Context: an optimization exercise on an open-source flow, tuned for small area and a short achievable clock period. The choices shown serve that exercise and are no tape-out recipe.
Only simulation tests tie the RTL to the original design; equivalence was not proved.

File: flow/config.mk
export PLATFORM = sky130hd
export DESIGN_NAME = AXIS_linear_regression_v1_0
export DESIGN_NICKNAME = AXIS_linear_regression_v1_0
export VERILOG_FILES = /design/flow/design.v
export SDC_FILE = /design/flow/constraint.sdc
export NUM_CORES = 8
export LEC_CHECK = 0
export CAP_MARGIN = 20
export CORE_MARGIN = 2
export CORE_UTILIZATION = 40
export CTS_CLUSTER_DIAMETER = 55
export CTS_CLUSTER_SIZE = 28
export SLEW_MARGIN = 20
export SYNTH_HIERARCHICAL = 1
export SYNTH_MINIMUM_KEEP_SIZE = 0
File: flow/flow/run.sh
#!/bin/bash
# The standard layout, with the port buffers made from buf_4 instead of the default cell,
# the resizer's timing repair aiming at 16.45 ns of setup slack, and no dummy loads in the
# clock tree
set -euo pipefail
bash standard.sh finish 'BUFFER_PORTS_ARGS=-buffer_cell sky130_fd_sc_hd__buf_4' SETUP_SLACK_MARGIN=16.45 TNS_END_PERCENT=20 \
  'CTS_ARGS=-sink_clustering_enable -repair_clock_nets -sink_clustering_size 28 -sink_clustering_max_diameter 55 -dont_use_dummy_load' > standard.log 2>&1
File: flow/standard.sh
#!/bin/bash
# synth_recipe.tcl (not shown) runs the flow's synth.tcl, then flattens the netlist and writes it again
# the make line also repeats each setting of config.mk as NAME=value (left out here)
make -C /OpenROAD-flow-scripts/flow DESIGN_CONFIG=/design/flow/config.mk WORK_HOME=/design/flow/orfs CLKGATE_MAP_FILE= SYNTH_SCRIPT=/design/flow/synth_recipe.tcl "${@:-finish}"
File: flow/design.v
`timescale 1 ns / 1 ps
module AXIS_linear_regression_v1_0 #
	(
		parameter M = 8,
		parameter N = 3,
		parameter integer C_S00_AXIS_TDATA_WIDTH	= 32,
		parameter integer C_M00_AXIS_TDATA_WIDTH	= 32,
		parameter integer C_M00_AXIS_START_COUNT	= 32
	)
	(
		input wire  aclk,
		input wire  aresetn,
		output wire  s00_axis_tready,
		input wire [C_S00_AXIS_TDATA_WIDTH-1 : 0] s00_axis_tdata,
		input wire  s00_axis_tlast,
		input wire  s00_axis_tvalid,
		output wire  m00_axis_tvalid,
		output wire [C_M00_AXIS_TDATA_WIDTH-1 : 0] m00_axis_tdata,
		output wire  m00_axis_tlast,
		input wire  m00_axis_tready
	);
    reg        tready_r;
    reg  [2:0] vdly, ldly;
    reg        tvalid_r, tlast_r;
    reg  [31:0] tdata_r;
    reg  [1:0] col;         
    reg  [3:0] row;         
    reg        pending;     
    reg  [1:0] w;           
    assign s00_axis_tready = tready_r;
    assign m00_axis_tvalid = tvalid_r;
    assign m00_axis_tlast  = tlast_r;
    assign m00_axis_tdata  = tdata_r;
    wire take = s00_axis_tvalid & tready_r & ~pending;
    wire xrow = ~row[3];
    wire nz = row != 4'd0;              
    wire [15:0] bus16 = s00_axis_tdata[15:0];
    wire [15:0] enc;
    wire [7:0] encn;
    genvar g;
    generate for (g = 0; g < 8; g = g + 1) begin : be
        wire am1 = (g == 0) ? 1'b0 : bus16[2*g-1];
        wire a0 = bus16[2*g], a1 = bus16[2*g+1];
        assign enc[2*g]   = a0 ^ am1;
        assign enc[2*g+1] = (a1 & ~a0 & ~am1) | (~a1 & a0 & am1);
        assign encn[g]    = a1;
    end endgenerate
    reg [15:0] E0, E1, E2;
    reg [7:0] N0, N1, N2;
    wire ld0 = ~xrow | (col == 2'd0);
    wire ld1 = ~xrow | (col == 2'd1);
    wire ld2 = ~xrow | (col == 2'd2);
    wire flip = take & xrow & (col == 2'd3);
    reg [31:0] R0a, R0b, R0c;           
    reg [31:0] R1a, R1b;                
    reg [31:0] A22;
    reg [31:0] B0, B1, B2;              
    wire [31:0] busx = (col == 2'd3) ? s00_axis_tdata : {{16{s00_axis_tdata[15]}}, bus16};
    reg [31:0] Q0, Q1, Q2;
    reg sx0, sx1, sx2, sx3;             
    reg st;                             
    reg cR0, cB0, cR1, cB1, cR2, cB2;
    always @(posedge aclk) begin
        if (ld0) E0 <= enc;
        if (ld1) E1 <= enc;
        if (ld2) E2 <= enc;
        if (ld0 | flip) N0 <= ld0 ? encn : ~N0;
        if (ld1 | flip) N1 <= ld1 ? encn : ~N1;
        if (ld2 | flip) N2 <= ld2 ? encn : ~N2;
        Q0 <= xrow ? busx : R0a;
        Q1 <= xrow ? busx : (col == 2'd0) ? R0b : R1a;
        Q2 <= xrow ? busx : (col == 2'd0) ? R0c : (col == 2'd1) ? R1b : A22;
        if (!aresetn) begin
            tready_r <= 1'b0;
            vdly <= 3'b0; ldly <= 3'b0;
            tvalid_r <= 1'b0; tlast_r <= 1'b0;
            col <= 2'd0; row <= 4'd0;
            pending <= 1'b0; w <= 2'd0;
            {sx0, sx1, sx2, sx3, st} <= 5'b0;
            {cR0, cB0, cR1, cB1, cR2, cB2} <= 6'b0;
        end else begin
            tready_r <= m00_axis_tready;
            vdly <= {vdly[1:0], s00_axis_tvalid};
            ldly <= {ldly[1:0], s00_axis_tlast};
            tvalid_r <= vdly[2];
            tlast_r <= ldly[2];
            sx0 <= take & xrow & (col == 2'd0);
            sx1 <= take & xrow & (col == 2'd1);
            sx2 <= take & xrow & (col == 2'd2);
            sx3 <= take & xrow & (col == 2'd3);
            st  <= take & ~xrow & (col != 2'd3);
            cR0 <= take & xrow & nz & (col != 2'd3);
            cB0 <= take & (xrow ? nz & (col == 2'd3) : (col != 2'd3));
            cR1 <= take & xrow & nz & (col == 2'd1 || col == 2'd2);
            cB1 <= take & (xrow ? nz & (col == 2'd3) : 1'b1);
            cR2 <= take & xrow & nz & (col == 2'd2);
            cB2 <= take & (xrow ? nz & col[0] : 1'b1);
            if (take) begin
                col <= col + 2'd1;
                if (col == 2'd3) row <= row + 4'd1;
                if (~xrow && col == 2'd3) pending <= 1'b1;
            end
            if (pending & m00_axis_tready) begin
                w <= (w == 2'd2) ? 2'd0 : w + 2'd1;
                if (w == 2'd2) begin
                    pending <= 1'b0;
                    row <= 4'd0;
                    col <= 2'd0;
                end
            end
        end
    end
    wire tload = pending & m00_axis_tready;
    wire [31:0] gw = (w == 2'd0) ? B0 : (w == 2'd1) ? B1 : B2;
    always @(posedge aclk)
        tdata_r <= ({32{tload & aresetn}} & gw) | ({32{~tload & aresetn}} & tdata_r);
    wire [31:0] c0 = ({32{cR0}} & R0a) | ({32{cB0}} & B0);
    wire [31:0] r0;
    mac u0 (E0, N0, Q0, c0, r0);
    wire [31:0] c1 = ({32{cR1}} & R1a) | ({32{cB1}} & B1);
    wire [31:0] r1;
    mac u1 (E1, N1, Q1, c1, r1);
    wire [31:0] c2 = ({32{cR2}} & A22) | ({32{cB2}} & B2);
    wire [31:0] r2;
    mac u2 (E2, N2, Q2, c2, r2);
    wire wa0 = sx0 | sx1 | sx2 | (take & ~xrow & (col != 2'd3));
    wire wa1 = sx1 | sx2 | (take & ~xrow & (col == 2'd1));
    always @(posedge aclk) begin
        if (wa0) begin
            R0a <= R0b;
            R0b <= R0c;
            R0c <= r0;
        end
        if (wa1) begin
            R1a <= R1b;
            R1b <= r1;
        end
        if (sx2) A22 <= r2;
        if (sx3 | st) begin B0 <= r0; B1 <= r1; B2 <= r2; end
    end
endmodule
module mac(input [15:0] e, input [7:0] n, input [31:0] b, input [31:0] c, output [31:0] r);
wire one0 = e[0];
wire two0 = e[1];
wire neg0 = n[0];
wire one1 = e[2];
wire two1 = e[3];
wire neg1 = n[1];
wire one2 = e[4];
wire two2 = e[5];
wire neg2 = n[2];
wire one3 = e[6];
wire two3 = e[7];
wire neg3 = n[3];
wire one4 = e[8];
wire two4 = e[9];
wire neg4 = n[4];
wire one5 = e[10];
wire two5 = e[11];
wire neg5 = n[5];
wire one6 = e[12];
wire two6 = e[13];
wire neg6 = n[6];
wire one7 = e[14];
wire two7 = e[15];
wire neg7 = n[7];
wire p0_0, p0_1; bpp2z u_p0_0(one0, two0, neg0, b[0], b[1], p0_0, p0_1);
wire p0_2, p0_3; bpp2 u_p0_2(one0, two0, neg0, b[1], b[2], b[3], p0_2, p0_3);
wire p0_4, p0_5; bpp2 u_p0_4(one0, two0, neg0, b[3], b[4], b[5], p0_4, p0_5);
wire p0_6, p0_7; bpp2 u_p0_6(one0, two0, neg0, b[5], b[6], b[7], p0_6, p0_7);
wire p0_8, p0_9; bpp2 u_p0_8(one0, two0, neg0, b[7], b[8], b[9], p0_8, p0_9);
wire p0_10, p0_11; bpp2 u_p0_10(one0, two0, neg0, b[9], b[10], b[11], p0_10, p0_11);
wire p0_12, p0_13; bpp2 u_p0_12(one0, two0, neg0, b[11], b[12], b[13], p0_12, p0_13);
wire p0_14, p0_15; bpp2 u_p0_14(one0, two0, neg0, b[13], b[14], b[15], p0_14, p0_15);
wire p0_16, p0_17; bpp2 u_p0_16(one0, two0, neg0, b[15], b[16], b[17], p0_16, p0_17);
wire p0_18, p0_19; bpp2 u_p0_18(one0, two0, neg0, b[17], b[18], b[19], p0_18, p0_19);
wire p0_20, p0_21; bpp2 u_p0_20(one0, two0, neg0, b[19], b[20], b[21], p0_20, p0_21);
wire p0_22, p0_23; bpp2 u_p0_22(one0, two0, neg0, b[21], b[22], b[23], p0_22, p0_23);
wire p0_24, p0_25; bpp2 u_p0_24(one0, two0, neg0, b[23], b[24], b[25], p0_24, p0_25);
wire p0_26, p0_27; bpp2 u_p0_26(one0, two0, neg0, b[25], b[26], b[27], p0_26, p0_27);
wire p0_28, p0_29; bpp2 u_p0_28(one0, two0, neg0, b[27], b[28], b[29], p0_28, p0_29);
wire p0_30, p0_31; bpp2 u_p0_30(one0, two0, neg0, b[29], b[30], b[31], p0_30, p0_31);
wire p1_0, p1_1; bpp2z u_p1_0(one1, two1, neg1, b[0], b[1], p1_0, p1_1);
wire p1_2, p1_3; bpp2 u_p1_2(one1, two1, neg1, b[1], b[2], b[3], p1_2, p1_3);
wire p1_4, p1_5; bpp2 u_p1_4(one1, two1, neg1, b[3], b[4], b[5], p1_4, p1_5);
wire p1_6, p1_7; bpp2 u_p1_6(one1, two1, neg1, b[5], b[6], b[7], p1_6, p1_7);
wire p1_8, p1_9; bpp2 u_p1_8(one1, two1, neg1, b[7], b[8], b[9], p1_8, p1_9);
wire p1_10, p1_11; bpp2 u_p1_10(one1, two1, neg1, b[9], b[10], b[11], p1_10, p1_11);
wire p1_12, p1_13; bpp2 u_p1_12(one1, two1, neg1, b[11], b[12], b[13], p1_12, p1_13);
wire p1_14, p1_15; bpp2 u_p1_14(one1, two1, neg1, b[13], b[14], b[15], p1_14, p1_15);
wire p1_16, p1_17; bpp2 u_p1_16(one1, two1, neg1, b[15], b[16], b[17], p1_16, p1_17);
wire p1_18, p1_19; bpp2 u_p1_18(one1, two1, neg1, b[17], b[18], b[19], p1_18, p1_19);
wire p1_20, p1_21; bpp2 u_p1_20(one1, two1, neg1, b[19], b[20], b[21], p1_20, p1_21);
wire p1_22, p1_23; bpp2 u_p1_22(one1, two1, neg1, b[21], b[22], b[23], p1_22, p1_23);
wire p1_24, p1_25; bpp2 u_p1_24(one1, two1, neg1, b[23], b[24], b[25], p1_24, p1_25);
wire p1_26, p1_27; bpp2 u_p1_26(one1, two1, neg1, b[25], b[26], b[27], p1_26, p1_27);
wire p1_28, p1_29; bpp2 u_p1_28(one1, two1, neg1, b[27], b[28], b[29], p1_28, p1_29);
wire p2_0, p2_1; bpp2z u_p2_0(one2, two2, neg2, b[0], b[1], p2_0, p2_1);
wire p2_2, p2_3; bpp2 u_p2_2(one2, two2, neg2, b[1], b[2], b[3], p2_2, p2_3);
wire p2_4, p2_5; bpp2 u_p2_4(one2, two2, neg2, b[3], b[4], b[5], p2_4, p2_5);
wire p2_6, p2_7; bpp2 u_p2_6(one2, two2, neg2, b[5], b[6], b[7], p2_6, p2_7);
wire p2_8, p2_9; bpp2 u_p2_8(one2, two2, neg2, b[7], b[8], b[9], p2_8, p2_9);
wire p2_10, p2_11; bpp2 u_p2_10(one2, two2, neg2, b[9], b[10], b[11], p2_10, p2_11);
wire p2_12, p2_13; bpp2 u_p2_12(one2, two2, neg2, b[11], b[12], b[13], p2_12, p2_13);
wire p2_14, p2_15; bpp2 u_p2_14(one2, two2, neg2, b[13], b[14], b[15], p2_14, p2_15);
wire p2_16, p2_17; bpp2 u_p2_16(one2, two2, neg2, b[15], b[16], b[17], p2_16, p2_17);
wire p2_18, p2_19; bpp2 u_p2_18(one2, two2, neg2, b[17], b[18], b[19], p2_18, p2_19);
wire p2_20, p2_21; bpp2 u_p2_20(one2, two2, neg2, b[19], b[20], b[21], p2_20, p2_21);
wire p2_22, p2_23; bpp2 u_p2_22(one2, two2, neg2, b[21], b[22], b[23], p2_22, p2_23);
wire p2_24, p2_25; bpp2 u_p2_24(one2, two2, neg2, b[23], b[24], b[25], p2_24, p2_25);
wire p2_26, p2_27; bpp2 u_p2_26(one2, two2, neg2, b[25], b[26], b[27], p2_26, p2_27);
wire p3_0, p3_1; bpp2z u_p3_0(one3, two3, neg3, b[0], b[1], p3_0, p3_1);
wire p3_2, p3_3; bpp2 u_p3_2(one3, two3, neg3, b[1], b[2], b[3], p3_2, p3_3);
wire p3_4, p3_5; bpp2 u_p3_4(one3, two3, neg3, b[3], b[4], b[5], p3_4, p3_5);
wire p3_6, p3_7; bpp2 u_p3_6(one3, two3, neg3, b[5], b[6], b[7], p3_6, p3_7);
wire p3_8, p3_9; bpp2 u_p3_8(one3, two3, neg3, b[7], b[8], b[9], p3_8, p3_9);
wire p3_10, p3_11; bpp2 u_p3_10(one3, two3, neg3, b[9], b[10], b[11], p3_10, p3_11);
wire p3_12, p3_13; bpp2 u_p3_12(one3, two3, neg3, b[11], b[12], b[13], p3_12, p3_13);
wire p3_14, p3_15; bpp2 u_p3_14(one3, two3, neg3, b[13], b[14], b[15], p3_14, p3_15);
wire p3_16, p3_17; bpp2 u_p3_16(one3, two3, neg3, b[15], b[16], b[17], p3_16, p3_17);
wire p3_18, p3_19; bpp2 u_p3_18(one3, two3, neg3, b[17], b[18], b[19], p3_18, p3_19);
wire p3_20, p3_21; bpp2 u_p3_20(one3, two3, neg3, b[19], b[20], b[21], p3_20, p3_21);
wire p3_22, p3_23; bpp2 u_p3_22(one3, two3, neg3, b[21], b[22], b[23], p3_22, p3_23);
wire p3_24, p3_25; bpp2 u_p3_24(one3, two3, neg3, b[23], b[24], b[25], p3_24, p3_25);
wire p4_0, p4_1; bpp2z u_p4_0(one4, two4, neg4, b[0], b[1], p4_0, p4_1);
wire p4_2, p4_3; bpp2 u_p4_2(one4, two4, neg4, b[1], b[2], b[3], p4_2, p4_3);
wire p4_4, p4_5; bpp2 u_p4_4(one4, two4, neg4, b[3], b[4], b[5], p4_4, p4_5);
wire p4_6, p4_7; bpp2 u_p4_6(one4, two4, neg4, b[5], b[6], b[7], p4_6, p4_7);
wire p4_8, p4_9; bpp2 u_p4_8(one4, two4, neg4, b[7], b[8], b[9], p4_8, p4_9);
wire p4_10, p4_11; bpp2 u_p4_10(one4, two4, neg4, b[9], b[10], b[11], p4_10, p4_11);
wire p4_12, p4_13; bpp2 u_p4_12(one4, two4, neg4, b[11], b[12], b[13], p4_12, p4_13);
wire p4_14, p4_15; bpp2 u_p4_14(one4, two4, neg4, b[13], b[14], b[15], p4_14, p4_15);
wire p4_16, p4_17; bpp2 u_p4_16(one4, two4, neg4, b[15], b[16], b[17], p4_16, p4_17);
wire p4_18, p4_19; bpp2 u_p4_18(one4, two4, neg4, b[17], b[18], b[19], p4_18, p4_19);
wire p4_20, p4_21; bpp2 u_p4_20(one4, two4, neg4, b[19], b[20], b[21], p4_20, p4_21);
wire p4_22, p4_23; bpp2 u_p4_22(one4, two4, neg4, b[21], b[22], b[23], p4_22, p4_23);
wire p5_0, p5_1; bpp2z u_p5_0(one5, two5, neg5, b[0], b[1], p5_0, p5_1);
wire p5_2, p5_3; bpp2 u_p5_2(one5, two5, neg5, b[1], b[2], b[3], p5_2, p5_3);
wire p5_4, p5_5; bpp2 u_p5_4(one5, two5, neg5, b[3], b[4], b[5], p5_4, p5_5);
wire p5_6, p5_7; bpp2 u_p5_6(one5, two5, neg5, b[5], b[6], b[7], p5_6, p5_7);
wire p5_8, p5_9; bpp2 u_p5_8(one5, two5, neg5, b[7], b[8], b[9], p5_8, p5_9);
wire p5_10, p5_11; bpp2 u_p5_10(one5, two5, neg5, b[9], b[10], b[11], p5_10, p5_11);
wire p5_12, p5_13; bpp2 u_p5_12(one5, two5, neg5, b[11], b[12], b[13], p5_12, p5_13);
wire p5_14, p5_15; bpp2 u_p5_14(one5, two5, neg5, b[13], b[14], b[15], p5_14, p5_15);
wire p5_16, p5_17; bpp2 u_p5_16(one5, two5, neg5, b[15], b[16], b[17], p5_16, p5_17);
wire p5_18, p5_19; bpp2 u_p5_18(one5, two5, neg5, b[17], b[18], b[19], p5_18, p5_19);
wire p5_20, p5_21; bpp2 u_p5_20(one5, two5, neg5, b[19], b[20], b[21], p5_20, p5_21);
wire p6_0, p6_1; bpp2z u_p6_0(one6, two6, neg6, b[0], b[1], p6_0, p6_1);
wire p6_2, p6_3; bpp2 u_p6_2(one6, two6, neg6, b[1], b[2], b[3], p6_2, p6_3);
wire p6_4, p6_5; bpp2 u_p6_4(one6, two6, neg6, b[3], b[4], b[5], p6_4, p6_5);
wire p6_6, p6_7; bpp2 u_p6_6(one6, two6, neg6, b[5], b[6], b[7], p6_6, p6_7);
wire p6_8, p6_9; bpp2 u_p6_8(one6, two6, neg6, b[7], b[8], b[9], p6_8, p6_9);
wire p6_10, p6_11; bpp2 u_p6_10(one6, two6, neg6, b[9], b[10], b[11], p6_10, p6_11);
wire p6_12, p6_13; bpp2 u_p6_12(one6, two6, neg6, b[11], b[12], b[13], p6_12, p6_13);
wire p6_14, p6_15; bpp2 u_p6_14(one6, two6, neg6, b[13], b[14], b[15], p6_14, p6_15);
wire p6_16, p6_17; bpp2 u_p6_16(one6, two6, neg6, b[15], b[16], b[17], p6_16, p6_17);
wire p6_18, p6_19; bpp2 u_p6_18(one6, two6, neg6, b[17], b[18], b[19], p6_18, p6_19);
wire p7_0, p7_1; bpp2z u_p7_0(one7, two7, neg7, b[0], b[1], p7_0, p7_1);
wire p7_2, p7_3; bpp2 u_p7_2(one7, two7, neg7, b[1], b[2], b[3], p7_2, p7_3);
wire p7_4, p7_5; bpp2 u_p7_4(one7, two7, neg7, b[3], b[4], b[5], p7_4, p7_5);
wire p7_6, p7_7; bpp2 u_p7_6(one7, two7, neg7, b[5], b[6], b[7], p7_6, p7_7);
wire p7_8, p7_9; bpp2 u_p7_8(one7, two7, neg7, b[7], b[8], b[9], p7_8, p7_9);
wire p7_10, p7_11; bpp2 u_p7_10(one7, two7, neg7, b[9], b[10], b[11], p7_10, p7_11);
wire p7_12, p7_13; bpp2 u_p7_12(one7, two7, neg7, b[11], b[12], b[13], p7_12, p7_13);
wire p7_14, p7_15; bpp2 u_p7_14(one7, two7, neg7, b[13], b[14], b[15], p7_14, p7_15);
wire p7_16, p7_17; bpp2 u_p7_16(one7, two7, neg7, b[15], b[16], b[17], p7_16, p7_17);
wire n1;
wire n2;
ha un2 (p0_14, p1_12, n1, n2);
wire n3;
wire n4;
ha un4 (p0_15, p1_13, n3, n4);
wire n5;
wire n6;
ha un6 (p0_16, p1_14, n5, n6);
wire n7;
wire n8;
ha un8 (p0_17, p1_15, n7, n8);
wire n9;
wire n10;
ha un10 (p0_18, p1_16, n9, n10);
wire n11;
wire n12;
ha un12 (p0_19, p1_17, n11, n12);
wire n13;
wire n14;
ha un14 (p0_20, p1_18, n13, n14);
wire n15;
wire n16;
ha un16 (p0_21, p1_19, n15, n16);
wire n17;
wire n18;
ha un18 (p0_22, p1_20, n17, n18);
wire n19;
wire n20;
ha un20 (p0_23, p1_21, n19, n20);
wire n21;
wire n22;
ha un22 (p0_24, p1_22, n21, n22);
wire n23;
wire n24;
ha un24 (p0_25, p1_23, n23, n24);
wire n25;
wire n26;
ha un26 (p0_26, p1_24, n25, n26);
wire n27;
wire n28;
ha un28 (p0_27, p1_25, n27, n28);
wire n29;
wire n30;
ha un30 (p0_28, p1_26, n29, n30);
wire n31;
wire n32;
ha un32 (p0_29, p1_27, n31, n32);
wire n33;
wire n34;
ha un34 (p0_30, p1_28, n33, n34);
wire n35;
wire n36;
ha un36 (p0_31, p1_29, n35, n36);
wire n37;
wire n38;
ha un38 (p0_8, p1_6, n37, n38);
wire n39;
wire n40;
ha un40 (p0_9, p1_7, n39, n40);
wire n41;
wire n42;
fa un42 (p0_10, p1_8, p2_6, n41, n42);
wire n43;
wire n44;
ha un44 (p3_4, p4_2, n43, n44);
wire n45;
wire n46;
fa un46 (p0_11, p1_9, p2_7, n45, n46);
wire n47;
wire n48;
ha un48 (p3_5, p4_3, n47, n48);
wire n49;
wire n50;
fa un50 (p0_12, p1_10, p2_8, n49, n50);
wire n51;
wire n52;
fa un52 (p3_6, p4_4, p5_2, n51, n52);
wire n53;
wire n54;
ha un54 (p6_0, neg6, n53, n54);
wire n55;
wire n56;
fa un56 (p0_13, p1_11, p2_9, n55, n56);
wire n57;
wire n58;
fa un58 (p3_7, p4_5, p5_3, n57, n58);
wire n59;
wire n60;
ha un60 (p6_1, c[13], n59, n60);
wire n61;
wire n62;
fa un62 (n1, p2_10, p3_8, n61, n62);
wire n63;
wire n64;
fa un64 (p4_6, p5_4, p6_2, n63, n64);
wire n65;
wire n66;
fa un66 (p7_0, neg7, c[14], n65, n66);
wire n67;
wire n68;
fa un68 (n2, n3, p2_11, n67, n68);
wire n69;
wire n70;
fa un70 (p3_9, p4_7, p5_5, n69, n70);
wire n71;
wire n72;
fa un72 (p6_3, p7_1, c[15], n71, n72);
wire n73;
wire n74;
fa un74 (n4, n5, p2_12, n73, n74);
wire n75;
wire n76;
fa un76 (p3_10, p4_8, p5_6, n75, n76);
wire n77;
wire n78;
fa un78 (p6_4, p7_2, c[16], n77, n78);
wire n79;
wire n80;
fa un80 (n6, n7, p2_13, n79, n80);
wire n81;
wire n82;
fa un82 (p3_11, p4_9, p5_7, n81, n82);
wire n83;
wire n84;
fa un84 (p6_5, p7_3, c[17], n83, n84);
wire n85;
wire n86;
fa un86 (n8, n9, p2_14, n85, n86);
wire n87;
wire n88;
fa un88 (p3_12, p4_10, p5_8, n87, n88);
wire n89;
wire n90;
fa un90 (p6_6, p7_4, c[18], n89, n90);
wire n91;
wire n92;
fa un92 (n10, n11, p2_15, n91, n92);
wire n93;
wire n94;
fa un94 (p3_13, p4_11, p5_9, n93, n94);
wire n95;
wire n96;
fa un96 (p6_7, p7_5, c[19], n95, n96);
wire n97;
wire n98;
fa un98 (n12, n13, p2_16, n97, n98);
wire n99;
wire n100;
fa un100 (p3_14, p4_12, p5_10, n99, n100);
wire n101;
wire n102;
fa un102 (p6_8, p7_6, c[20], n101, n102);
wire n103;
wire n104;
fa un104 (n14, n15, p2_17, n103, n104);
wire n105;
wire n106;
fa un106 (p3_15, p4_13, p5_11, n105, n106);
wire n107;
wire n108;
fa un108 (p6_9, p7_7, c[21], n107, n108);
wire n109;
wire n110;
fa un110 (n16, n17, p2_18, n109, n110);
wire n111;
wire n112;
fa un112 (p3_16, p4_14, p5_12, n111, n112);
wire n113;
wire n114;
fa un114 (p6_10, p7_8, c[22], n113, n114);
wire n115;
wire n116;
fa un116 (n18, n19, p2_19, n115, n116);
wire n117;
wire n118;
fa un118 (p3_17, p4_15, p5_13, n117, n118);
wire n119;
wire n120;
fa un120 (p6_11, p7_9, c[23], n119, n120);
wire n121;
wire n122;
fa un122 (n20, n21, p2_20, n121, n122);
wire n123;
wire n124;
fa un124 (p3_18, p4_16, p5_14, n123, n124);
wire n125;
wire n126;
fa un126 (p6_12, p7_10, c[24], n125, n126);
wire n127;
wire n128;
fa un128 (n22, n23, p2_21, n127, n128);
wire n129;
wire n130;
fa un130 (p3_19, p4_17, p5_15, n129, n130);
wire n131;
wire n132;
fa un132 (p6_13, p7_11, c[25], n131, n132);
wire n133;
wire n134;
fa un134 (n24, n25, p2_22, n133, n134);
wire n135;
wire n136;
fa un136 (p3_20, p4_18, p5_16, n135, n136);
wire n137;
wire n138;
fa un138 (p6_14, p7_12, c[26], n137, n138);
wire n139;
wire n140;
fa un140 (n26, n27, p2_23, n139, n140);
wire n141;
wire n142;
fa un142 (p3_21, p4_19, p5_17, n141, n142);
wire n143;
wire n144;
fa un144 (p6_15, p7_13, c[27], n143, n144);
wire n145;
wire n146;
fa un146 (n28, n29, p2_24, n145, n146);
wire n147;
wire n148;
fa un148 (p3_22, p4_20, p5_18, n147, n148);
wire n149;
wire n150;
fa un150 (p6_16, p7_14, c[28], n149, n150);
wire n151;
wire n152;
fa un152 (n30, n31, p2_25, n151, n152);
wire n153;
wire n154;
fa un154 (p3_23, p4_21, p5_19, n153, n154);
wire n155;
wire n156;
fa un156 (p6_17, p7_15, c[29], n155, n156);
wire n157;
wire n158;
fa un158 (n32, n33, p2_26, n157, n158);
wire n159;
wire n160;
fa un160 (p3_24, p4_22, p5_20, n159, n160);
wire n161;
wire n162;
fa un162 (p6_18, p7_16, c[30], n161, n162);
wire n163;
wire n164;
fa un164 (n34, n35, p2_27, n163, n164);
wire n165;
wire n166;
fa un166 (p3_25, p4_23, p5_21, n165, n166);
wire n167;
wire n168;
fa un168 (p6_19, p7_17, c[31], n167, n168);
wire n169;
wire n170;
ha un170 (p0_4, p1_2, n169, n170);
wire n171;
wire n172;
ha un172 (p0_5, p1_3, n171, n172);
wire n173;
wire n174;
fa un174 (p0_6, p1_4, p2_2, n173, n174);
wire n175;
wire n176;
ha un176 (p3_0, neg3, n175, n176);
wire n177;
wire n178;
fa un178 (p0_7, p1_5, p2_3, n177, n178);
wire n179;
wire n180;
ha un180 (p3_1, c[7], n179, n180);
wire n181;
wire n182;
fa un182 (n37, p2_4, p3_2, n181, n182);
wire n183;
wire n184;
fa un184 (p4_0, neg4, c[8], n183, n184);
wire n185;
wire n186;
fa un186 (n38, n39, p2_5, n185, n186);
wire n187;
wire n188;
fa un188 (p3_3, p4_1, c[9], n187, n188);
wire n189;
wire n190;
fa un190 (n40, n41, n43, n189, n190);
wire n191;
wire n192;
fa un192 (p5_0, neg5, c[10], n191, n192);
wire n193;
wire n194;
fa un194 (n42, n44, n45, n193, n194);
wire n195;
wire n196;
fa un196 (n47, p5_1, c[11], n195, n196);
wire n197;
wire n198;
fa un198 (n46, n48, n49, n197, n198);
wire n199;
wire n200;
fa un200 (n51, n53, c[12], n199, n200);
wire n201;
wire n202;
fa un202 (n50, n52, n54, n201, n202);
wire n203;
wire n204;
fa un204 (n55, n57, n59, n203, n204);
wire n205;
wire n206;
fa un206 (n56, n58, n60, n205, n206);
wire n207;
wire n208;
fa un208 (n61, n63, n65, n207, n208);
wire n209;
wire n210;
fa un210 (n62, n64, n66, n209, n210);
wire n211;
wire n212;
fa un212 (n67, n69, n71, n211, n212);
wire n213;
wire n214;
fa un214 (n68, n70, n72, n213, n214);
wire n215;
wire n216;
fa un216 (n73, n75, n77, n215, n216);
wire n217;
wire n218;
fa un218 (n74, n76, n78, n217, n218);
wire n219;
wire n220;
fa un220 (n79, n81, n83, n219, n220);
wire n221;
wire n222;
fa un222 (n80, n82, n84, n221, n222);
wire n223;
wire n224;
fa un224 (n85, n87, n89, n223, n224);
wire n225;
wire n226;
fa un226 (n86, n88, n90, n225, n226);
wire n227;
wire n228;
fa un228 (n91, n93, n95, n227, n228);
wire n229;
wire n230;
fa un230 (n92, n94, n96, n229, n230);
wire n231;
wire n232;
fa un232 (n97, n99, n101, n231, n232);
wire n233;
wire n234;
fa un234 (n98, n100, n102, n233, n234);
wire n235;
wire n236;
fa un236 (n103, n105, n107, n235, n236);
wire n237;
wire n238;
fa un238 (n104, n106, n108, n237, n238);
wire n239;
wire n240;
fa un240 (n109, n111, n113, n239, n240);
wire n241;
wire n242;
fa un242 (n110, n112, n114, n241, n242);
wire n243;
wire n244;
fa un244 (n115, n117, n119, n243, n244);
wire n245;
wire n246;
fa un246 (n116, n118, n120, n245, n246);
wire n247;
wire n248;
fa un248 (n121, n123, n125, n247, n248);
wire n249;
wire n250;
fa un250 (n122, n124, n126, n249, n250);
wire n251;
wire n252;
fa un252 (n127, n129, n131, n251, n252);
wire n253;
wire n254;
fa un254 (n128, n130, n132, n253, n254);
wire n255;
wire n256;
fa un256 (n133, n135, n137, n255, n256);
wire n257;
wire n258;
fa un258 (n134, n136, n138, n257, n258);
wire n259;
wire n260;
fa un260 (n139, n141, n143, n259, n260);
wire n261;
wire n262;
fa un262 (n140, n142, n144, n261, n262);
wire n263;
wire n264;
fa un264 (n145, n147, n149, n263, n264);
wire n265;
wire n266;
fa un266 (n146, n148, n150, n265, n266);
wire n267;
wire n268;
fa un268 (n151, n153, n155, n267, n268);
wire n269;
wire n270;
fa un270 (n152, n154, n156, n269, n270);
wire n271;
wire n272;
fa un272 (n157, n159, n161, n271, n272);
wire n273;
wire n274;
fa un274 (n158, n160, n162, n273, n274);
wire n275;
wire n276;
fa un276 (n163, n165, n167, n275, n276);
wire n277;
wire n278;
ha un278 (p0_2, p1_0, n277, n278);
wire n279;
wire n280;
ha un280 (p0_3, p1_1, n279, n280);
wire n281;
wire n282;
fa un282 (n169, p2_0, neg2, n281, n282);
wire n283;
wire n284;
fa un284 (n170, n171, p2_1, n283, n284);
wire n285;
wire n286;
fa un286 (n172, n173, n175, n285, n286);
wire n287;
wire n288;
fa un288 (n174, n176, n177, n287, n288);
wire n289;
wire n290;
fa un290 (n178, n180, n181, n289, n290);
wire n291;
wire n292;
fa un292 (n182, n184, n185, n291, n292);
wire n293;
wire n294;
fa un294 (n186, n188, n189, n293, n294);
wire n295;
wire n296;
fa un296 (n190, n192, n193, n295, n296);
wire n297;
wire n298;
fa un298 (n194, n196, n197, n297, n298);
wire n299;
wire n300;
fa un300 (n198, n200, n201, n299, n300);
wire n301;
wire n302;
fa un302 (n202, n204, n205, n301, n302);
wire n303;
wire n304;
fa un304 (n206, n208, n209, n303, n304);
wire n305;
wire n306;
fa un306 (n210, n212, n213, n305, n306);
wire n307;
wire n308;
fa un308 (n214, n216, n217, n307, n308);
wire n309;
wire n310;
fa un310 (n218, n220, n221, n309, n310);
wire n311;
wire n312;
fa un312 (n222, n224, n225, n311, n312);
wire n313;
wire n314;
fa un314 (n226, n228, n229, n313, n314);
wire n315;
wire n316;
fa un316 (n230, n232, n233, n315, n316);
wire n317;
wire n318;
fa un318 (n234, n236, n237, n317, n318);
wire n319;
wire n320;
fa un320 (n238, n240, n241, n319, n320);
wire n321;
wire n322;
fa un322 (n242, n244, n245, n321, n322);
wire n323;
wire n324;
fa un324 (n246, n248, n249, n323, n324);
wire n325;
wire n326;
fa un326 (n250, n252, n253, n325, n326);
wire n327;
wire n328;
fa un328 (n254, n256, n257, n327, n328);
wire n329;
wire n330;
fa un330 (n258, n260, n261, n329, n330);
wire n331;
wire n332;
fa un332 (n262, n264, n265, n331, n332);
wire n333;
wire n334;
fa un334 (n266, n268, n269, n333, n334);
wire n335;
wire n336;
fa un336 (n270, n272, n273, n335, n336);
wire n337;
wire n338;
ha un338 (p0_0, neg0, n337, n338);
wire n339;
wire n340;
ha un340 (p0_1, c[1], n339, n340);
wire n341;
wire n342;
fa un342 (n277, neg1, c[2], n341, n342);
wire n343;
wire n344;
fa un344 (n278, n279, c[3], n343, n344);
wire n345;
wire n346;
fa un346 (n280, n281, c[4], n345, n346);
wire n347;
wire n348;
fa un348 (n282, n283, c[5], n347, n348);
wire n349;
wire n350;
fa un350 (n284, n285, c[6], n349, n350);
wire n351;
wire n352;
fa un352 (n286, n287, n179, n351, n352);
wire n353;
wire n354;
fa un354 (n288, n289, n183, n353, n354);
wire n355;
wire n356;
fa un356 (n290, n291, n187, n355, n356);
wire n357;
wire n358;
fa un358 (n292, n293, n191, n357, n358);
wire n359;
wire n360;
fa un360 (n294, n295, n195, n359, n360);
wire n361;
wire n362;
fa un362 (n296, n297, n199, n361, n362);
wire n363;
wire n364;
fa un364 (n298, n299, n203, n363, n364);
wire n365;
wire n366;
fa un366 (n300, n301, n207, n365, n366);
wire n367;
wire n368;
fa un368 (n302, n303, n211, n367, n368);
wire n369;
wire n370;
fa un370 (n304, n305, n215, n369, n370);
wire n371;
wire n372;
fa un372 (n306, n307, n219, n371, n372);
wire n373;
wire n374;
fa un374 (n308, n309, n223, n373, n374);
wire n375;
wire n376;
fa un376 (n310, n311, n227, n375, n376);
wire n377;
wire n378;
fa un378 (n312, n313, n231, n377, n378);
wire n379;
wire n380;
fa un380 (n314, n315, n235, n379, n380);
wire n381;
wire n382;
fa un382 (n316, n317, n239, n381, n382);
wire n383;
wire n384;
fa un384 (n318, n319, n243, n383, n384);
wire n385;
wire n386;
fa un386 (n320, n321, n247, n385, n386);
wire n387;
wire n388;
fa un388 (n322, n323, n251, n387, n388);
wire n389;
wire n390;
fa un390 (n324, n325, n255, n389, n390);
wire n391;
wire n392;
fa un392 (n326, n327, n259, n391, n392);
wire n393;
wire n394;
fa un394 (n328, n329, n263, n393, n394);
wire n395;
wire n396;
fa un396 (n330, n331, n267, n395, n396);
wire n397;
wire n398;
fa un398 (n332, n333, n271, n397, n398);
wire n399;
wire n400;
fa un400 (n334, n335, n275, n399, n400);
wire [31:0] s0 = {n398, n396, n394, n392, n390, n388, n386, n384, n382, n380, n378, n376, n374, n372, n370, n368, n366, n364, n362, n360, n358, n356, n354, n352, n350, n348, n346, n344, n342, n340, n338, n337};
wire [31:0] s1 = {n399, n397, n395, n393, n391, n389, n387, n385, n383, n381, n379, n377, n375, n373, n371, n369, n367, n365, n363, n361, n359, n357, n355, n353, n351, n349, n347, n345, n343, n341, n339, c[0]};
add32 u_cpa(s0, s1, r);
endmodule
module fa(input a, input b, input c, output s, output co);
assign s = a ^ b ^ c;
assign co = (a & b) | (a & c) | (b & c);
endmodule
module ha(input a, input b, output s, output co);
assign s = a ^ b;
assign co = a & b;
endmodule
module bpp2(input one, input two, input neg, input bm1, input b0, input b1, output p0, output p1);
assign p0 = ((one & b0) | (two & bm1)) ^ neg;
assign p1 = ((one & b1) | (two & b0)) ^ neg;
endmodule
module bpp2z(input one, input two, input neg, input b0, input b1, output p0, output p1);
assign p0 = (one & b0) ^ neg;
assign p1 = ((one & b1) | (two & b0)) ^ neg;
endmodule
module add32(input [31:0] a, input [31:0] b, output [31:0] s);
wire q1;
wire q2;
pgc u_pg0(a[0], b[0], q1, q2);
wire q3;
wire q4;
pgc u_pg1(a[1], b[1], q3, q4);
wire q5;
wire q6;
pgc u_pg2(a[2], b[2], q5, q6);
wire q7;
wire q8;
pgc u_pg3(a[3], b[3], q7, q8);
wire q9;
wire q10;
pgc u_pg4(a[4], b[4], q9, q10);
wire q11;
wire q12;
pgc u_pg5(a[5], b[5], q11, q12);
wire q13;
wire q14;
pgc u_pg6(a[6], b[6], q13, q14);
wire q15;
wire q16;
pgc u_pg7(a[7], b[7], q15, q16);
wire q17;
wire q18;
pgc u_pg8(a[8], b[8], q17, q18);
wire q19;
wire q20;
pgc u_pg9(a[9], b[9], q19, q20);
wire q21;
wire q22;
pgc u_pg10(a[10], b[10], q21, q22);
wire q23;
wire q24;
pgc u_pg11(a[11], b[11], q23, q24);
wire q25;
wire q26;
pgc u_pg12(a[12], b[12], q25, q26);
wire q27;
wire q28;
pgc u_pg13(a[13], b[13], q27, q28);
wire q29;
wire q30;
pgc u_pg14(a[14], b[14], q29, q30);
wire q31;
wire q32;
pgc u_pg15(a[15], b[15], q31, q32);
wire q33;
wire q34;
pgc u_pg16(a[16], b[16], q33, q34);
wire q35;
wire q36;
pgc u_pg17(a[17], b[17], q35, q36);
wire q37;
wire q38;
pgc u_pg18(a[18], b[18], q37, q38);
wire q39;
wire q40;
pgc u_pg19(a[19], b[19], q39, q40);
wire q41;
wire q42;
pgc u_pg20(a[20], b[20], q41, q42);
wire q43;
wire q44;
pgc u_pg21(a[21], b[21], q43, q44);
wire q45;
wire q46;
pgc u_pg22(a[22], b[22], q45, q46);
wire q47;
wire q48;
pgc u_pg23(a[23], b[23], q47, q48);
wire q49;
wire q50;
pgc u_pg24(a[24], b[24], q49, q50);
wire q51;
wire q52;
pgc u_pg25(a[25], b[25], q51, q52);
wire q53;
wire q54;
pgc u_pg26(a[26], b[26], q53, q54);
wire q55;
wire q56;
pgc u_pg27(a[27], b[27], q55, q56);
wire q57;
wire q58;
pgc u_pg28(a[28], b[28], q57, q58);
wire q59;
wire q60;
pgc u_pg29(a[29], b[29], q59, q60);
wire q61;
wire q62;
pgc u_pg30(a[30], b[30], q61, q62);
wire q63;
wire q64;
pgc u_pg31(a[31], b[31], q63, q64);
wire q65;
gray u_g65(q3, q4, q1, q65);
wire q66;
wire q67;
dot u_d67(q7, q8, q5, q6, q66, q67);
wire q68;
wire q69;
dot u_d69(q11, q12, q9, q10, q68, q69);
wire q70;
wire q71;
dot u_d71(q15, q16, q13, q14, q70, q71);
wire q72;
wire q73;
dot u_d73(q19, q20, q17, q18, q72, q73);
wire q74;
wire q75;
dot u_d75(q23, q24, q21, q22, q74, q75);
wire q76;
wire q77;
dot u_d77(q27, q28, q25, q26, q76, q77);
wire q78;
wire q79;
dot u_d79(q31, q32, q29, q30, q78, q79);
wire q80;
wire q81;
dot u_d81(q35, q36, q33, q34, q80, q81);
wire q82;
wire q83;
dot u_d83(q39, q40, q37, q38, q82, q83);
wire q84;
wire q85;
dot u_d85(q43, q44, q41, q42, q84, q85);
wire q86;
wire q87;
dot u_d87(q47, q48, q45, q46, q86, q87);
wire q88;
wire q89;
dot u_d89(q51, q52, q49, q50, q88, q89);
wire q90;
wire q91;
dot u_d91(q55, q56, q53, q54, q90, q91);
wire q92;
wire q93;
dot u_d93(q59, q60, q57, q58, q92, q93);
wire q94;
wire q95;
dot u_d95(q63, q64, q61, q62, q94, q95);
wire q96;
gray u_g96(q66, q67, q65, q96);
wire q97;
wire q98;
dot u_d98(q68, q69, q66, q67, q97, q98);
wire q99;
wire q100;
dot u_d100(q70, q71, q68, q69, q99, q100);
wire q101;
wire q102;
dot u_d102(q72, q73, q70, q71, q101, q102);
wire q103;
wire q104;
dot u_d104(q74, q75, q72, q73, q103, q104);
wire q105;
wire q106;
dot u_d106(q76, q77, q74, q75, q105, q106);
wire q107;
wire q108;
dot u_d108(q78, q79, q76, q77, q107, q108);
wire q109;
wire q110;
dot u_d110(q80, q81, q78, q79, q109, q110);
wire q111;
wire q112;
dot u_d112(q82, q83, q80, q81, q111, q112);
wire q113;
wire q114;
dot u_d114(q84, q85, q82, q83, q113, q114);
wire q115;
wire q116;
dot u_d116(q86, q87, q84, q85, q115, q116);
wire q117;
wire q118;
dot u_d118(q88, q89, q86, q87, q117, q118);
wire q119;
wire q120;
dot u_d120(q90, q91, q88, q89, q119, q120);
wire q121;
wire q122;
dot u_d122(q92, q93, q90, q91, q121, q122);
wire q123;
wire q124;
dot u_d124(q94, q95, q92, q93, q123, q124);
wire q125;
gray u_g125(q97, q98, q65, q125);
wire q126;
gray u_g126(q99, q100, q96, q126);
wire q127;
wire q128;
dot u_d128(q101, q102, q97, q98, q127, q128);
wire q129;
wire q130;
dot u_d130(q103, q104, q99, q100, q129, q130);
wire q131;
wire q132;
dot u_d132(q105, q106, q101, q102, q131, q132);
wire q133;
wire q134;
dot u_d134(q107, q108, q103, q104, q133, q134);
wire q135;
wire q136;
dot u_d136(q109, q110, q105, q106, q135, q136);
wire q137;
wire q138;
dot u_d138(q111, q112, q107, q108, q137, q138);
wire q139;
wire q140;
dot u_d140(q113, q114, q109, q110, q139, q140);
wire q141;
wire q142;
dot u_d142(q115, q116, q111, q112, q141, q142);
wire q143;
wire q144;
dot u_d144(q117, q118, q113, q114, q143, q144);
wire q145;
wire q146;
dot u_d146(q119, q120, q115, q116, q145, q146);
wire q147;
wire q148;
dot u_d148(q121, q122, q117, q118, q147, q148);
wire q149;
wire q150;
dot u_d150(q123, q124, q119, q120, q149, q150);
wire q151;
gray u_g151(q127, q128, q65, q151);
wire q152;
gray u_g152(q129, q130, q96, q152);
wire q153;
gray u_g153(q131, q132, q125, q153);
wire q154;
gray u_g154(q133, q134, q126, q154);
wire q155;
wire q156;
dot u_d156(q135, q136, q127, q128, q155, q156);
wire q157;
wire q158;
dot u_d158(q137, q138, q129, q130, q157, q158);
wire q159;
wire q160;
dot u_d160(q139, q140, q131, q132, q159, q160);
wire q161;
wire q162;
dot u_d162(q141, q142, q133, q134, q161, q162);
wire q163;
wire q164;
dot u_d164(q143, q144, q135, q136, q163, q164);
wire q165;
wire q166;
dot u_d166(q145, q146, q137, q138, q165, q166);
wire q167;
wire q168;
dot u_d168(q147, q148, q139, q140, q167, q168);
wire q169;
wire q170;
dot u_d170(q149, q150, q141, q142, q169, q170);
wire q171;
gray u_g171(q155, q156, q65, q171);
wire q172;
gray u_g172(q157, q158, q96, q172);
wire q173;
gray u_g173(q159, q160, q125, q173);
wire q174;
gray u_g174(q161, q162, q126, q174);
wire q175;
gray u_g175(q163, q164, q151, q175);
wire q176;
gray u_g176(q165, q166, q152, q176);
wire q177;
gray u_g177(q167, q168, q153, q177);
wire q178;
gray u_g178(q169, q170, q154, q178);
wire q179;
gray u_g179(q5, q6, q65, q179);
wire q180;
gray u_g180(q9, q10, q96, q180);
wire q181;
gray u_g181(q13, q14, q125, q181);
wire q182;
gray u_g182(q17, q18, q126, q182);
wire q183;
gray u_g183(q21, q22, q151, q183);
wire q184;
gray u_g184(q25, q26, q152, q184);
wire q185;
gray u_g185(q29, q30, q153, q185);
wire q186;
gray u_g186(q33, q34, q154, q186);
wire q187;
gray u_g187(q37, q38, q171, q187);
wire q188;
gray u_g188(q41, q42, q172, q188);
wire q189;
gray u_g189(q45, q46, q173, q189);
wire q190;
gray u_g190(q49, q50, q174, q190);
wire q191;
gray u_g191(q53, q54, q175, q191);
wire q192;
gray u_g192(q57, q58, q176, q192);
wire q193;
gray u_g193(q61, q62, q177, q193);
assign s[0] = q2;
xr u_x1(q4, q1, s[1]);
xr u_x2(q6, q65, s[2]);
xr u_x3(q8, q179, s[3]);
xr u_x4(q10, q96, s[4]);
xr u_x5(q12, q180, s[5]);
xr u_x6(q14, q125, s[6]);
xr u_x7(q16, q181, s[7]);
xr u_x8(q18, q126, s[8]);
xr u_x9(q20, q182, s[9]);
xr u_x10(q22, q151, s[10]);
xr u_x11(q24, q183, s[11]);
xr u_x12(q26, q152, s[12]);
xr u_x13(q28, q184, s[13]);
xr u_x14(q30, q153, s[14]);
xr u_x15(q32, q185, s[15]);
xr u_x16(q34, q154, s[16]);
xr u_x17(q36, q186, s[17]);
xr u_x18(q38, q171, s[18]);
xr u_x19(q40, q187, s[19]);
xr u_x20(q42, q172, s[20]);
xr u_x21(q44, q188, s[21]);
xr u_x22(q46, q173, s[22]);
xr u_x23(q48, q189, s[23]);
xr u_x24(q50, q174, s[24]);
xr u_x25(q52, q190, s[25]);
xr u_x26(q54, q175, s[26]);
xr u_x27(q56, q191, s[27]);
xr u_x28(q58, q176, s[28]);
xr u_x29(q60, q192, s[29]);
xr u_x30(q62, q177, s[30]);
xr u_x31(q64, q193, s[31]);
endmodule
module pgc(input a, input b, output g, output p);
assign g = a & b;
assign p = a ^ b;
endmodule
module dot(input g1, input p1, input g0, input p0, output g, output p);
assign g = g1 | (p1 & g0);
assign p = p1 & p0;
endmodule
module gray(input g1, input p1, input g0, output g);
assign g = g1 | (p1 & g0);
endmodule
module xr(input a, input b, output y);
assign y = a ^ b;
endmodule
File: flow/constraint.sdc
create_clock -name core_clock -period 22.0 [get_ports {aclk}]
set_input_delay 4.4000 -clock core_clock [delete_from_list [all_inputs] [get_ports {aclk}]]
set_output_delay 4.4000 -clock core_clock [all_outputs]
set_load 0.01 [all_outputs]
==> results of run 1 <==
layout make-up:
cell class                 instances  area [um2]  share of cell area, %
clock buffer                      45        1130                   2.31
inverter                          22        82.6                  0.169
multi-input combinational       2947       30200                   61.8
sequential                       517       14000                   28.7
tap                             1488        1860                   3.81
timing repair buffer             180        1540                   3.15
worst register-to-register path: stages, from the launching register on:
cell     delay, ns
dfxtp_1       0.93
a22oi_1       0.20
xnor2_1       0.19
fa_1          0.54
fa_1          0.46
fa_1          0.58
fa_1          0.43
ha_1          0.33
a21o_1        0.20
a21o_1        0.21
a21o_1        0.18
a21o_1        0.22
a21o_1        0.22
xor2_1        0.51
timing repair:
| item | in CTS | in global routing |
|---|---|---|
| endpoints found under the setup margin | 123 | 194 |
| setup buffers | 1 | 12 |
| gates resized for setup | 24 | 51 |
cells by family after synthesis:
| family | after synthesis |
|---|---|
| compound gates | 1133 |
| xor+xnor | 702 |
| fa+ha+maj | 702 |
| flops | 517 |
| simple gates | 313 |
| buf+inv | 112 |
| mux | 97 |
per-layer routing:
metal / vias up / global-route usage (%) / share of wire [%]
met3: 240 / 5.59 / 11
li1: 13519 / - / -
met5: - / 0 / 0
met1: 16722 / 40.0 / 42
met2: 1864 / 39.9 / 43
met4: 0 / 9.64 / 4.1
modules after synthesis, one instance, submodules excluded, a selection:
module / cells / times used
AXIS_linear_regression_v1_0: 1224 / 1
bpp2z: 4 / 24
bpp2: 4 / 276
fa: 1 / 504
dot: 2 / 135
ha: 1 / 96
pgc: 1 / 96
xr: 1 / 93
add32: 1 / 3
gray: 1 / 90
through the flow:
step / util [%] / setup WS [ns] / hold WS, ns / instance area (um2)
global route: 44.2 / 16.38 / 0.421 / 48800
finish: 44.2 / 16.40 / 0.412 / 48800
global placement: 42.7 / 15.58 / 0.414 / 47200
floorplan: - / 15.43 / 0.412 / 44600
CTS: 43.8 / 16.36 / 0.425 / 48400
detailed placement: 42.7 / 15.53 / 0.419 / 47200
cell usage in the layout (no fill, tap or decap), drive strengths merged, types with 32 or more instances in the layout:
cell / instances
fa: 504
dfxtp: 157
a22oi: 576
mux2i: 65
buf: 180
ha: 198
o21ai: 82
and2: 148
a21oi: 56
xor2: 100
xnor2: 602
nor2: 48
a22o: 96
a21o: 225
nand2: 87
a221oi: 32
mux2: 32
clkbuf: 45
edfxtp: 360
worst min-delay path by stage:
stage          slack [ns]  endpoint  depth (start not counted)
3_3_place_gp         0.41   ldly[2]                          1
3_5_place_dp         0.42   ldly[2]                          1
2_1_floorplan        0.41   ldly[1]                          1
4_1_cts              0.43   R0b[10]                          0
6_report             0.41   R0b[10]                          0
5_1_grt              0.42   R0b[10]                          0
==> run notes, run 1 <==
Reg2Reg Depth=13; Overflow after GRT=0; Layout Cells excl Fill=5,199; clock buffer count from CTS=45; Worst EP required=17.60 ns; Max Root-Sink Buffers=3; Post-Synth Adder-Cell Area=28.2%; Synth Area in Compound Gates=19.5%; area delta synth->final=9.51%; final clock skew=0.101 ns; number of clock sinks=517; CTS root buf=clkbuf_16; Final TNS setup=0 ns; sequential area share after synthesis=31.3%; global-route wire length before repair=230,000 um; antenna violations before repair=2; crit-path cells=buf_4; DR vias=32.3k; main combinational cell family by area after synthesis=adder cells; Worst setup startpoint=tdata_r[21]; Initial Util=40.3%; min cycle time layout=5.60 ns; final setup fails=0; crit path launch type=flip-flop; YS warnings=7; R2R Setup Slk=16.52 ns; critical path depth in cells=1; Arr. time, crit path=1.20 ns; family with the most delay on the worst path=flip-flops; clock insertion delay at the later pin of the skew report=0.63 ns; IO Count=72; hold path startpoint=R0c[10]; Synth area leader=edfxtp_1; Crit-path slowest cell=dfxtp_2; Filler Cell Count=10.2k; WL final=156,000 um; number of global-route vias before repair=32.4k; post-synthesis simple-gate area fraction=3.72%; reg2reg end=B2[30]; Area contributors post-synth=edfxtp_1 24%, fa_1 23%, xnor2_1 12%; antenna cells=0; Slew headroom=31.9%; RSZ-0062 raised after global routing=yes; top post-synthesis cells by count=602 x xnor2_1, 552 x a22oi_1, 504 x fa_1, 360 x edfxtp_1, 225 x a21o_1; CP Capture Type=primary output; # port buffers=71; Routed WL per cell=30.1 um; fin. max-slew vios=0; class of the worst hold path=flip-flop to flip-flop; Fmax=179 MHz; post-DP HPWL=114,000 um; Synth Flop Type=edfxtp_1; final net count=4,452; Least-Margin Pin Slew=1.02 ns; CP peak stage delay=0.42 ns; max-cap viol count=0; Yosys cell types=53; chip height=338 um; floorplan core area=0.111 mm2; detailed-route vias per instance=6.22; Clock transition at path regs=0.09 ns; count leader, synth=xnor2_1; CP endpoint=m00_axis_tdata[21]; Initial DRT Pass Iterations=8; die area=0.114 mm2; register bit total from synthesis=517; overall routing resource usage=27.3%; GPL Wtd Cong=0.950; crit path buf inv count=1; CTS tree=built; chip width=338 um; Post-Syn Nets=4,315; DRT iter0 DRCs=3,952; Async S/R FF share, synth=0%; Yosys top cell area share=24.3%; final cycle utilization of the critical path=25.4%; Routed Antenna Nets=0; CTS Hold Buffers Added=0; synthesized-area fraction occupied by xor and xnor cells=13.8%; residual DRC count=0; Mapped Area=0.0446 mm2; critical path peak fanout=2; number of synthesized flops with an enable pin=360; pin count of the biggest net entering global routing=65; H-tree levels=2; R2R Path Start=Q2[10]; dpl cells=5,137; fraction of layout cells with a size suffix above 1=10.2%; mux cell area share after synthesis=2.27%; Post-Synthesis Cells=3,576; row cnt=122; status=finished clean; Synth Area per Inst=12.5 um2; Setup CP Type=flip-flop to primary output; final hold violation count=0
==> inputs of run 2 (changes only) <==
==> flow/flow/run.sh (replaced) <==
#!/bin/bash
# The standard layout, with the port buffers made from buf_2 instead of the default cell,
# the resizer's timing repair aiming at 16.45 ns of setup slack, and no dummy loads in the
# clock tree
set -euo pipefail
bash standard.sh finish 'BUFFER_PORTS_ARGS=-buffer_cell sky130_fd_sc_hd__buf_2' SETUP_SLACK_MARGIN=16.45 \
  'CTS_ARGS=-sink_clustering_enable -repair_clock_nets -sink_clustering_size 28 -sink_clustering_max_diameter 55 -dont_use_dummy_load' > standard.log 2>&1
==> run notes, run 2 <==
WL final=158,000 um (was 156,000 um); number of global-route vias before repair=32.7k (was 32.4k); commonest non-fill, non-tap cell in the layout=xnor2_1 (unchanged); IO Count=72 (unchanged); register bit total from synthesis=517 (unchanged); Least-Margin Pin Slew=0.975 ns (was 1.02 ns); Post-Syn Nets=4,315 (unchanged); overall routing resource usage=27.6% (was 27.3%); die area=0.114 mm2 (unchanged); number of synthesized flops with an enable pin=360 (unchanged); floorplan core area=0.111 mm2 (unchanged); Mapped Area=0.0446 mm2 (unchanged); crit-path cells=buf_6 (was buf_4); crit path buf inv count=1 (unchanged); met1 usage=39.8% (was 40.0%); worst hold slack=0.408 ns (was 0.412 ns); chip height=338 um (unchanged); Initial DRT Pass Iterations=6 (was 8); Routed Antenna Nets=0 (unchanged); Area contributors post-synth=edfxtp_1 24%, fa_1 23%, xnor2_1 12% (unchanged); pin count of the biggest net entering global routing=68 (was 65); CTS Hold Buffers Added=0 (unchanged); GPL Wtd Cong=0.948 (was 0.950); YS warnings=7 (unchanged); CTS tree=built (unchanged); clock buffer count from CTS=47 (was 45); Yosys top cell area share=24.3% (unchanged); final cycle utilization of the critical path=25.3% (was 25.4%); row cnt=122 (unchanged); Final TNS setup=0 ns (unchanged); H-tree levels=2 (unchanged); GR peak layer=met2 (was met1); top post-synthesis cells by count=602 x xnor2_1, 552 x a22oi_1, 504 x fa_1, 360 x edfxtp_1, 225 x a21o_1 (unchanged); Post-Synthesis Cells=3,576 (unchanged); Arr. time, crit path=1.16 ns (was 1.20 ns); CP peak stage delay=0.40 ns (was 0.42 ns); min cycle time layout=5.56 ns (was 5.60 ns); grt met3 use=6.80% (was 5.59%); Initial Util=40.3% (unchanged); Setup CP Type=flip-flop to primary output (unchanged); clock insertion delay at the later pin of the skew report=0.65 ns (was 0.63 ns); Async S/R FF share, synth=0% (unchanged); max-cap viol count=0 (unchanged); CTS root buf=clkbuf_16 (unchanged); hold path cells=0 (unchanged); final net count=4,474 (was 4,452); Crit-path slowest cell=dfxtp_4 (was dfxtp_2); family with the most delay on the worst path=flip-flops (unchanged); post-DP HPWL=114,000 um (about the same); count leader, synth=xnor2_1 (unchanged); residual DRC count=0 (unchanged); Synth Area per Inst=12.5 um2 (unchanged); critical path peak fanout=2 (unchanged); chip width=338 um (unchanged); Overflow after GRT=0 (unchanged); final clock skew=0.115 ns (was 0.101 ns); Reg2Reg Depth=15 (was 13); sequential area share after synthesis=31.3% (unchanged); status=finished clean (unchanged); detailed-route vias per instance=6.21 (was 6.22); final hold violation count=0 (unchanged); class of the worst hold path=flip-flop to flip-flop (unchanged); CP Capture Type=primary output (unchanged); antenna violations before repair=9 (was 2); met2 Track Usage GR=40.5% (was 39.9%); fin. max-slew vios=0 (unchanged); RSZ-0062 raised after global routing=yes (unchanged); Worst EP required=17.60 ns (about the same); Routed WL per cell=30.2 um (was 30.1 um); crit path launch type=flip-flop (unchanged); final setup fails=0 (unchanged); global-route wire length before repair=232,000 um (was 230,000 um); critical path depth in cells=1 (unchanged); Synth area leader=edfxtp_1 (unchanged); Fmax=180 MHz (was 179 MHz); Synth Flop Type=edfxtp_1 (unchanged); number of clock sinks=517 (unchanged); area delta synth->final=10.3% (was 9.51%); DR vias=32.5k (was 32.3k); fraction of layout cells with a size suffix above 1=11.3% (was 10.2%); # port buffers=71 (unchanged); Clock transition at path regs=0.08 ns (was 0.09 ns); DRT iter0 DRCs=4,193 (was 3,952); Yosys cell types=53 (unchanged); Max Root-Sink Buffers=3 (unchanged); Slew headroom=35.0% (was 31.9%); commonest cells after routing, fill and taps aside=602 x xnor2_1, 543 x a22oi_1, 504 x fa_1 (was 602 x xnor2_1, 549 x a22oi_1, 504 x fa_1)
==> run 2: cell types whose count changed in the layout (fill, tap and decap cells not counted), moves of 9 or more <==
cell	change
buf_6	+28
buf_2	+51
buf_12	+9
dfxtp_1	-16
buf_4	-65
dfxtp_4	+18
==> run 2: final cells by class <==
class	instances	area, um2
fill	10169	61400
multi-input combinational	2948	30200
sequential	517	14100
tap	1488	1860
timing repair buffer	199	1730
clock buffer	47	1180
inverter	22	82.6
antenna	2	5.00
==> run 2: routing by layer <==
metal / wire (um) / up-vias
met5: 14 / -
met1: 66700 / 16820
met3: 17700 / 218
met4: 5780 / 2
li1: - / 13571
met2: 67500 / 1845
==> run 2: repair_timing <==
| action | in CTS | in global routing |
|---|---|---|
| pin swaps | 1 | 0 |
| hold endpoints to repair | 0 | 0 |
| gates resized for setup | 75 | 67 |
| buffers inserted | 11 | 24 |
| gates cloned | 1 | 0 |
| endpoints found under the setup margin | 170 | 76 |
==> run 2: worst register-to-register path, cell delays in order, from the launching register on <==
cell	delay, ns
edfxtp_1	0.33
buf_4	0.38
a22oi_1	0.20
xnor2_1	0.17
ha_1	0.33
fa_1	0.51
fa_1	0.46
fa_1	0.55
fa_1	0.43
ha_1	0.33
a21o_1	0.19
a21o_1	0.21
a21o_1	0.21
a21o_1	0.18
a21o_1	0.20
xor2_1	0.56
==> run 2: per-module statistics from Yosys, one instance, submodules excluded, excerpt <==
| module | copies in the design | flops+latches | cell area (um2) |
|---|---|---|---|
| bpp2z | 24 | 0 | 33.8 |
| pgc | 96 | 0 | 12.5 |
| ha | 96 | 0 | 12.5 |
| AXIS_linear_regression_v1_0 | 1 | 517 | 18900 |
| xr | 93 | 0 | 8.76 |
| fa | 504 | 0 | 20.0 |
| gray | 90 | 0 | 7.51 |
| dot | 135 | 0 | 13.8 |
| add32 | 3 | 0 | 7.51 |
| bpp2 | 276 | 0 | 32.5 |
==> run 2: worst paths after layout <==
| path | start | end | slack [ns] |
|---|---|---|---|
| max | tdata_r[12] | m00_axis_tdata[12] | 16.44 |
| min reg2reg | R0c[9] | R0b[9] | 0.41 |
| min | R0c[9] | R0b[9] | 0.41 |
| max reg2reg | E2[2] | A22[30] | 16.49 |
==> run 2: stage by stage <==
step	cell area, um2	instances	worst slack, ns	utilization (%)
final	49200	5223	16.44	44.5
after global routing	49100	5221	16.41	44.5
after CTS	48500	5195	16.42	43.9
after detailed placement	47000	5136	15.13	42.6
after global placement	47000	5136	15.19	42.6
after floorplan	44600	3576	15.43	-
==> run 2: logic make-up (layout without fill, tap and decap cells) <==
logic type	Yosys count	count (layout)	share of synthesized area, %
AND/OR/NAND/NOR	313	313	3.72
other	0	2	0
buffers and inverters	112	268	1.24
flip-flops	517	517	31.3
XOR/XNOR	702	702	13.8
multiplexers	97	97	2.27
AO/OA/AOI/OAI	1133	1134	19.5
adder cells (fa/ha/maj)	702	702	28.2
==> inputs of run 3 (changes only) <==
==> flow/flow/run.sh (replaced) <==
#!/bin/bash
# The standard layout, with the port buffers made from buf_4 instead of the default cell,
# the resizer's timing repair aiming at 16.55 ns of setup slack, and no dummy loads in the
# clock tree
set -euo pipefail
bash standard.sh finish 'BUFFER_PORTS_ARGS=-buffer_cell sky130_fd_sc_hd__buf_4' SETUP_SLACK_MARGIN=16.55 \
  'CTS_ARGS=-sink_clustering_enable -repair_clock_nets -sink_clustering_size 28 -sink_clustering_max_diameter 55 -dont_use_dummy_load' > standard.log 2>&1
==> run notes, run 3 <==
number of synthesized flops with an enable pin=360 (unchanged); CP Capture Type=primary output (unchanged); count leader, synth=xnor2_1 (unchanged); YS warnings=7 (unchanged); final hold violation count=0 (unchanged); Arr. time, crit path=1.15 ns (was 1.16 ns); row cnt=122 (unchanged); hold path cells=1 (was 0); Synth Flop Type=edfxtp_1 (unchanged); CTS Hold Buffers Added=0 (unchanged); post-synthesis simple-gate area fraction=3.72% (unchanged); dpl cells=5,128 (was 5,136); fraction of layout cells with a size suffix above 1=12.1% (was 11.3%); Worst setup startpoint=tdata_r[22] (was tdata_r[12]); global-route wire length before repair=228,000 um (was 232,000 um); post-DP HPWL=113,000 um (was 114,000 um); Yosys cell types=53 (unchanged); Final TNS setup=0 ns (unchanged); Area contributors post-synth=edfxtp_1 24%, fa_1 23%, xnor2_1 12% (unchanged); Async S/R FF share, synth=0% (unchanged); Post-Synthesis Cells=3,576 (unchanged); Routed WL per cell=30.3 um (was 30.2 um); antenna cells=0 (was 2); fin area=0.0495 mm2 (was 0.0492 mm2); detailed-route vias per instance=6.26 (was 6.21); commonest non-fill, non-tap cell in the layout=xnor2_1 (unchanged); floorplan core area=0.111 mm2 (unchanged); Yosys top cell area share=24.3% (unchanged); Reg2Reg Depth=16 (was 15); Worst EP required=17.60 ns (about the same); IO Count=72 (unchanged); crit-path cells=buf_6 (unchanged); critical path peak fanout=2 (unchanged); final net count=4,469 (was 4,474); hold path startpoint=ldly[0] (was R0c[9]); main combinational cell family by area after synthesis=adder cells (unchanged); final setup fails=0 (unchanged); mux cell area share after synthesis=2.27% (unchanged); Least-Margin Pin Slew=1.10 ns (was 0.975 ns); Layout Cells excl Fill=5,216 (was 5,223); Initial Util=40.3% (unchanged); crit path launch type=flip-flop (unchanged); critical path depth in cells=1 (unchanged); commonest cells after routing, fill and taps aside=602 x xnor2_1, 534 x a22oi_1, 504 x fa_1 (was 602 x xnor2_1, 543 x a22oi_1, 504 x fa_1); number of clock sinks=517 (unchanged); DRT iter0 DRCs=4,215 (was 4,193); Util after Layout=44.8% (was 44.5%); fin. max-slew vios=0 (unchanged); die area=0.114 mm2 (unchanged); CP peak stage delay=0.41 ns (was 0.40 ns); class of the worst hold path=flip-flop to flip-flop (unchanged); worst hold slack=0.427 ns (was 0.408 ns); status=finished clean (unchanged); crit path buf inv count=1 (unchanged); worst slack, placed=15.19 ns (was 15.13 ns); Fmax=180 MHz (about the same); GPL Wtd Cong=0.954 (was 0.948); DR vias=32.6k (was 32.5k); antenna violations before repair=3 (was 9); Min-Delay Endpoint=ldly[1] (was R0b[9]); chip width=338 um (unchanged); family with the most delay on the worst path=flip-flops (unchanged); Routed Antenna Nets=0 (unchanged); RSZ-0062 raised after global routing=yes (unchanged); Synth Area per Inst=12.5 um2 (unchanged); Synth area leader=edfxtp_1 (unchanged); Mapped Area=0.0446 mm2 (unchanged); Clock transition at path regs=0.09 ns (was 0.08 ns)
## run 3: cell types whose count changed in the layout (fill, tap and decap cells not counted), sizes merged
cell,delta
clkbuf,-3
buf,-2
diode,-2
## run 3: cell families after synthesis
group,count (synthesis)
DFF,517
muxes,97
and+or+nand+nor,313
buffers and inverters,112
xor gates and xnor gates,702
AOI/OAI and AO/OA,1133
adders and majority gates,702
## run 3: how the worst max path moves through the flow
stage                         end  slack, ns
6_report       m00_axis_tdata[22]      16.45
5_1_grt        m00_axis_tdata[31]      16.42
4_1_cts        m00_axis_tdata[31]      16.44
3_5_place_dp               R0b[2]      15.19
3_3_place_gp               R0b[5]      15.21
2_1_floorplan              R0a[0]      15.43
## run 3: layout make-up
class	instances	area, um2
Clock buffer	42	1050
Fill cell	10243	61000
Inverter	22	82.6
Multi-Input combinational cell	2948	30400
Sequential cell	517	14100
Tap cell	1488	1860
Timing Repair Buffer	199	2010
## run 3: what timing repair did
| action | in CTS | in global routing |
|---|---|---|
| hold endpoints to repair | 0 | 0 |
| pin swaps | 1 | 2 |
| resized for setup | 120 | 98 |
| setup buffers | 6 | 37 |
| cloned | 1 | 1 |
| endpoints found under the setup margin | 224 | 143 |
## run 3: layer usage
metal / share of wire, % / vias up / routed length, um / track usage [%]
met5: 0.0076 / - / 12 / 0
met4: 4.1 / 2 / 6530 / 9.72
met3: 11 / 235 / 16900 / 6.13
met2: 43 / 1871 / 67800 / 39.5
met1: 42 / 16979 / 67000 / 39.8
li1: - / 13547 / - / -
## run 3: Yosys stat by module (local to each module, per instance), excerpt
module                       cells  flip-flops and latches  copies in the design
AXIS_linear_regression_v1_0   1224                     517                     1
add32                            1                       0                     3
bpp2                             4                       0                   276
bpp2z                            4                       0                    24
dot                              2                       0                   135
fa                               1                       0                   504
gray                             1                       0                    90
ha                               1                       0                    96
pgc                              1                       0                    96
xr                               1                       0                    93

-- port drivers added, routing unchanged --
The results above use ideal ports. As a check the final layouts listed here were re-extracted and re-timed, cells and wires unchanged. Step 1: set_driving_cell puts a clkbuf_16 on aclk and a buf_2 on each other input, an assumption about the parent block. Step 2 adds t to the input delays and takes it off the output delays; t is the mean of the earliest and latest rising clock arrival at the registers after step 1. Input paths then give back, and output paths get back, about the clock's delay inside the block. a / b / c = no drivers / after step 1 / after step 2; a / b = the first two.
| run | t (ns) | setup slack, ns | worst data-port slew with drivers (ns) | cell pins on the clock port's net |
|---|---|---|---|---|
| run 1 | 0.637 | 16.402 / 16.339 / 15.799 | 0.07 | 1 |
| run 2 | 0.663 | 16.443 / 16.372 / 15.853 | 0.11 | 1 |
| run 3 | 0.637 | 16.454 / 16.388 / 15.952 | 0.06 | 1 |
After both steps every run listed still meets setup and hold. For run 1, which loses most, drivers alone change the setup slack by -0.063 ns; drivers and shift together by -0.603 ns.
